Context: an optimization exercise on an open-source flow, tuned for small area, a short achievable clock period and few clock cycles. The choices shown serve that exercise and are no tape-out recipe.
No activity file was given, so power comes from the tool's default toggle rates.

## before
==> module ALU, before the edit <==
module ALU (
    input  [7:0] A,
    input  [7:0] Bx,
    input  [3:0] instruction,
    input        item,
    output [7:0] F
);
    wire [3:0] op = instruction;
    wire [2:0] k  = Bx[2:0];                    
    wire is_as  = item & ~op[3] & ~op[2] & ~op[1];            
    wire is_shf = item & ~op[3] & ~op[2] & op[1];             
    wire is_rot = item & ~op[3] & op[2] & ~op[1];             
    wire left   = op[0];
    wire is_and = item & ~op[3] & op[2] & op[1] & ~op[0];    
    wire is_or  = item & ~op[3] & op[2] & op[1] & op[0];     
    wire is_not = item & op[3] & ~op[2] & ~op[1] & ~op[0];   
    wire is_xor = item & op[3] & ~op[2] & ~op[1] & op[0];    
    wire [7:0] sum = A + Bx;
    wire [7:0] p   = A ^ Bx;
    wire [7:0] g   = A & Bx;
    wire a0 = k[0];
    wire a1 = k[1] ^ (left & k[0]);
    wire a2 = k[2] ^ (left & (k[1] | k[0]));
    wire [7:0] s1 = a0 ? {A[0],    A[7:1]}  : A;
    wire [7:0] s2 = a1 ? {s1[1:0], s1[7:2]} : s1;
    wire [7:0] s4 = a2 ? {s2[3:0], s2[7:4]} : s2;
    wire shf_ok = is_shf & ~|Bx[7:3];
    wire rot_ok = is_rot & ~|Bx[7:4] & ~(Bx[3] & |k);
    wire [7:0] keep;
    genvar i;
    generate for (i = 0; i < 8; i = i + 1) begin : kp
        assign keep[i] = rot_ok | (shf_ok & (left ? (k <= i) : (k <= 7 - i)));
    end endgenerate
    assign F = ({8{is_as}} & sum) | (keep & s4) |
               ({8{is_xor | is_or}} & p) | ({8{is_and | is_or}} & g) | ({8{is_not}} & ~A);
endmodule
==> module top, before the edit <==
module top (
    input clk,
    input rst_n,
    input start,
    input valid,
    input [7:0] data_A,
    input [7:0] data_B,
    input [3:0] instruction,
    input [7:0] count,
    output reg [7:0] third_largest,
    output reg finish
);
    reg [7:0] a_q, b_q;
    reg [3:0] op_q;
    reg       item_q;      
    reg [7:0] r;           
    reg [7:0] remaining;   
    reg [7:0] largest, second_largest;
    reg       last1, last2;
    wire [7:0] alu_result;
    ALU alu_inst (
        .A(a_q),
        .Bx(b_q),
        .instruction(op_q),
        .item(item_q),
        .F(alu_result)
    );
    wire [7:0] b_neg = {|data_B[6:0], |data_B[5:0], |data_B[4:0], |data_B[3:0],
                        |data_B[2:0], |data_B[1:0], data_B[0], 1'b0};
    wire [7:0] low_zero = {~|remaining[6:0], ~|remaining[5:0], ~|remaining[4:0],
                           ~|remaining[3:0], ~|remaining[2:0], ~|remaining[1:0],
                           ~remaining[0], 1'b1};
    always @(posedge clk) begin
        a_q     <= data_A;
        b_q     <= data_B ^ ({8{instruction == 4'b0001}} & b_neg);    
        op_q    <= instruction;
        r       <= alu_result;
        if (start)
            remaining <= count;
        else if (valid)
            remaining <= remaining ^ low_zero;
    end
    always @(posedge clk or negedge rst_n) begin
        if (!rst_n)
            item_q <= 1'b0;
        else
            item_q <= valid;
    end
    always @(posedge clk or negedge rst_n) begin
        if (!rst_n) begin
            last1  <= 1'b0;
            last2  <= 1'b0;
            finish <= 1'b0;
        end else begin
            last1  <= (valid && remaining == 8'd1) || (start && count == 8'd0);
            last2  <= last1;
            finish <= last2;
        end
    end
    function [1:0] cmp8;
        input [7:0] a, b;
        reg [7:0] g, l;
        reg [3:0] g1, l1;
        reg [1:0] g2, l2;
        integer i;
        begin
            g = a & ~b;
            l = ~a & b;
            for (i = 0; i < 4; i = i + 1) begin
                g1[i] = g[2*i+1] | (~l[2*i+1] & g[2*i]);
                l1[i] = l[2*i+1] | (~g[2*i+1] & l[2*i]);
            end
            for (i = 0; i < 2; i = i + 1) begin
                g2[i] = g1[2*i+1] | (~l1[2*i+1] & g1[2*i]);
                l2[i] = l1[2*i+1] | (~g1[2*i+1] & l1[2*i]);
            end
            cmp8 = {g2[1] | (~l2[1] & g2[0]), l2[1] | (~g2[1] & l2[0])};
        end
    endfunction
    wire gt1, lt1, gt2, lt2, gt3, lt3;
    assign {gt1, lt1} = cmp8(r, largest);
    assign {gt2, lt2} = cmp8(r, second_largest);
    assign {gt3, lt3} = cmp8(r, third_largest);
    wire eq1 = ~gt1 & ~lt1;
    wire eq2 = ~gt2 & ~lt2;
    wire upd1 = gt1 | start;
    wire upd2 = (gt2 & ~eq1) | start;
    wire upd3 = gt3 & ~eq2 & ~eq1;
    wire [7:0] new2 = gt1 ? largest : r;
    wire [7:0] new3 = gt2 ? second_largest : r;
    always @(posedge clk) begin
        if (upd1) largest <= r;
        if (upd2) second_largest <= new2;
        third_largest <= upd3 ? new3 : (third_largest & {8{~start}});
    end
endmodule
export LEC_CHECK = 0
export CAP_MARGIN = 20
export CORE_MARGIN = 2
export CORE_UTILIZATION = 40
export SETUP_SLACK_MARGIN = 3.8
export SLEW_MARGIN = 20
create_clock -name core_clock -period 6.0 [get_ports {clk}]
standard.sh (not shown) runs the stock make flow with config.mk's settings and CLKGATE_MAP_FILE= SYNTH_SCRIPT=/design/flow/synth_recipe.tcl, a recipe that flattens the netlist after the stock synthesis.
==> flow/flow/run.sh <==
#!/bin/bash
# Standard layout, except:
#  - plain buffers (buf_1) on the ports instead of the delay buffers
#    buffer_ports picks by default;
#  - synthesis maps the logic with a delay-driven ABC script
#    (flow/abc_delay.script) instead of ORFS's abc_speed script. Everything
#    else in synthesis is the standard flow's own (flow/synth.tcl is synth_recipe.tcl with
#    an abc wrapper that swaps in the script), so the registers are the same.
set -o pipefail
FLOW_DIR=$(cd "$(dirname "$0")" && pwd)
export BUFFER_PORTS_ARGS="-buffer_cell sky130_fd_sc_hd__buf_1"
export MY_ABC_SCRIPT=$FLOW_DIR/abc_delay.script
bash standard.sh SYNTH_SCRIPT=$FLOW_DIR/synth.tcl finish > standard.log 2>&1
==> flow/flow/abc_delay.script <==
strash
dch
map -D 1000
buffer -p
upsize -D 1000
dnsize -D 1000
stime -p
==> flow/flow/synth.tcl <==
proc synth {args} { yosys synth -nofsm -noshare {*}$args }

proc abc {args} {
  set i [lsearch -exact $args -script]
  if {$i >= 0 && [info exists ::env(MY_ABC_SCRIPT)]} { lset args [expr {$i + 1}] $::env(MY_ABC_SCRIPT) }
  yosys abc {*}$args
}
source $::env(SCRIPTS_DIR)/synth.tcl
# left out here: clear keep_hierarchy, flatten, clean up, hide names made inside functions, write 1_2_yosys.v
Setup changes, before to after
==> flow/design.v, changed modules only <==
module ALU (
    input  [7:0] A,
    input  [7:0] Bx,
    input  [3:0] instruction,
    input        item,
    output [7:0] F
);
    wire [3:0] op = instruction;
    wire [2:0] k  = Bx[2:0];                    
    wire is_as  = item & ~op[3] & ~op[2] & ~op[1];            
    wire is_shf = item & ~op[3] & ~op[2] & op[1];             
    wire is_rot = item & ~op[3] & op[2] & ~op[1];             
    wire left   = op[0];
    wire is_and = item & ~op[3] & op[2] & op[1] & ~op[0];    
    wire is_or  = item & ~op[3] & op[2] & op[1] & op[0];     
    wire is_not = item & op[3] & ~op[2] & ~op[1] & ~op[0];   
    wire is_xor = item & op[3] & ~op[2] & ~op[1] & op[0];    
    wire       sub = ~op[3] & ~op[2] & ~op[1] & op[0];    
    wire [8:0] sum9 = {A, 1'b1} + {Bx, sub};      
    wire [7:0] sum  = sum9[8:1];
    wire [7:0] p   = A ^ Bx;
    wire [7:0] g   = A & Bx;
    wire a0 = k[0];
    wire a1 = k[1] ^ (left & k[0]);
    wire a2 = k[2] ^ (left & (k[1] | k[0]));
    wire [7:0] s1 = a0 ? {A[0],    A[7:1]}  : A;
    wire [7:0] s2 = a1 ? {s1[1:0], s1[7:2]} : s1;
    wire [7:0] s4 = a2 ? {s2[3:0], s2[7:4]} : s2;
    wire shf_ok = is_shf & ~|Bx[7:3];
    wire rot_ok = is_rot & ~|Bx[7:4] & ~(Bx[3] & |k);
    wire [7:0] keep;
    genvar i;
    generate for (i = 0; i < 8; i = i + 1) begin : kp
        assign keep[i] = rot_ok | (shf_ok & (left ? (k <= i) : (k <= 7 - i)));
    end endgenerate
    assign F = ({8{is_as}} & sum) | (keep & s4) |
               ({8{is_xor | is_or}} & p) | ({8{is_and | is_or}} & g) | ({8{is_not}} & ~A);
endmodule
module top (
    input clk,
    input rst_n,
    input start,
    input valid,
    input [7:0] data_A,
    input [7:0] data_B,
    input [3:0] instruction,
    input [7:0] count,
    output reg [7:0] third_largest,
    output reg finish
);
    reg [7:0] a_q, b_q;
    reg [3:0] op_q;
    reg       item_q;      
    reg [7:0] r;           
    reg [7:0] remaining;   
    reg [7:0] largest, second_largest;
    reg       last1, last2;
    wire [7:0] alu_result;
    ALU alu_inst (
        .A(a_q),
        .Bx(b_q),
        .instruction(op_q),
        .item(item_q),
        .F(alu_result)
    );
    wire [7:0] low_zero = {~|remaining[6:0], ~|remaining[5:0], ~|remaining[4:0],
                           ~|remaining[3:0], ~|remaining[2:0], ~|remaining[1:0],
                           ~remaining[0], 1'b1};
    always @(posedge clk) begin
        a_q     <= data_A;
        b_q     <= data_B ^ {8{instruction == 4'b0001}};    
        op_q    <= instruction;
        r       <= alu_result;
        if (start)
            remaining <= count;
        else if (valid)
            remaining <= remaining ^ low_zero;
    end
    always @(posedge clk or negedge rst_n) begin
        if (!rst_n)
            item_q <= 1'b0;
        else
            item_q <= valid;
    end
    always @(posedge clk or negedge rst_n) begin
        if (!rst_n) begin
            last1  <= 1'b0;
            last2  <= 1'b0;
            finish <= 1'b0;
        end else begin
            last1  <= (valid && remaining == 8'd1) || (start && count == 8'd0);
            last2  <= last1;
            finish <= last2;
        end
    end
    function [1:0] cmp8;
        input [7:0] a, b;
        reg [7:0] g, l;
        reg [3:0] g1, l1;
        reg [1:0] g2, l2;
        integer i;
        begin
            g = a & ~b;
            l = ~a & b;
            for (i = 0; i < 4; i = i + 1) begin
                g1[i] = g[2*i+1] | (~l[2*i+1] & g[2*i]);
                l1[i] = l[2*i+1] | (~g[2*i+1] & l[2*i]);
            end
            for (i = 0; i < 2; i = i + 1) begin
                g2[i] = g1[2*i+1] | (~l1[2*i+1] & g1[2*i]);
                l2[i] = l1[2*i+1] | (~g1[2*i+1] & l1[2*i]);
            end
            cmp8 = {g2[1] | (~l2[1] & g2[0]), l2[1] | (~g2[1] & l2[0])};
        end
    endfunction
    wire gt1, lt1, gt2, lt2, gt3, lt3;
    assign {gt1, lt1} = cmp8(r, largest);
    assign {gt2, lt2} = cmp8(r, second_largest);
    assign {gt3, lt3} = cmp8(r, third_largest);
    wire eq1 = ~gt1 & ~lt1;
    wire eq2 = ~gt2 & ~lt2;
    wire upd1 = gt1 | start;
    wire upd2 = (gt2 & ~eq1) | start;
    wire upd3 = (gt3 & ~eq2 & ~eq1) | start;
    wire [7:0] new2 = gt1 ? largest : r;
    wire [7:0] new3 = gt2 ? second_largest : r;
    always @(posedge clk) begin
        if (upd1) largest        <= r;
        if (upd2) second_largest <= new2;
        if (upd3) third_largest  <= new3;
    end
endmodule
Re clock-buffer cell count: before and after aren't equal, and the lower value belongs to after. Diff before -> after | met2 routing resource usage after global routing | increase of 4.0 points. Compared to before, after has sequential power about 3.6% lower. Relative to before, the total cell area at the placement stage of after is higher by about 1.8%. Relative to before, the proportion of synthesized area in mux cells of after is lower by 0.84 points. Cell count after synthesis down about 2% in after wrt before. Looking only at area fraction in and, or, nand and nor cells after synthesis, and setting everything else aside, the lower value of before and after goes to before. There was hardly any difference in clock-pin slew reported for the worst setup and hold paths after clock tree synthesis between before and after. Compared with before, after shows count of multi-input gates lower by 6. Diff before -> after | minimum clock period after layout | increase of 23 ps. Layout overhead on the synthesized area (lower): before. Worst clock skew is lower on after. From before to after the numbers moved as follows: setup fix buffers added after clock tree synthesis now larger; synthesized area now larger.
Function was not checked in any run of this note: the RTL went through the layout flow alone.

==> afterwards: timing with drivers on the ports <==
The results above use ideal ports. As a check the final layouts listed here were re-extracted and re-timed, cells and wires unchanged.
Step 1 (the two cells are an assumption about what drives the block):
set clk [get_ports {clk}]
set_driving_cell -lib_cell sky130_fd_sc_hd__clkbuf_16 $clk
set_driving_cell -lib_cell sky130_fd_sc_hd__buf_2 [delete_from_list [all_inputs] $clk]
Step 2, shift: input delay + t, output delay - t, t = (earliest + latest rising clock arrival at the registers) / 2. This alone moves slack from input paths to output paths.
Three values: ideal, step 1, step 2; two values: the first two.
| run | shift t [ns] | slack for setup (ns) | hold slack, ns |
|---|---|---|---|
| before | 0.368 | 3.913 / 3.880 / 3.582 | 0.368 / 0.368 / 0.368 |
| after | 0.367 | 3.890 / 3.860 / 3.724 | 0.361 / 0.361 / 0.361 |
After both steps setup and hold are still met in every run listed. For before, which loses most, drivers alone change the setup slack by -0.033 ns; drivers and shift together by -0.331 ns.
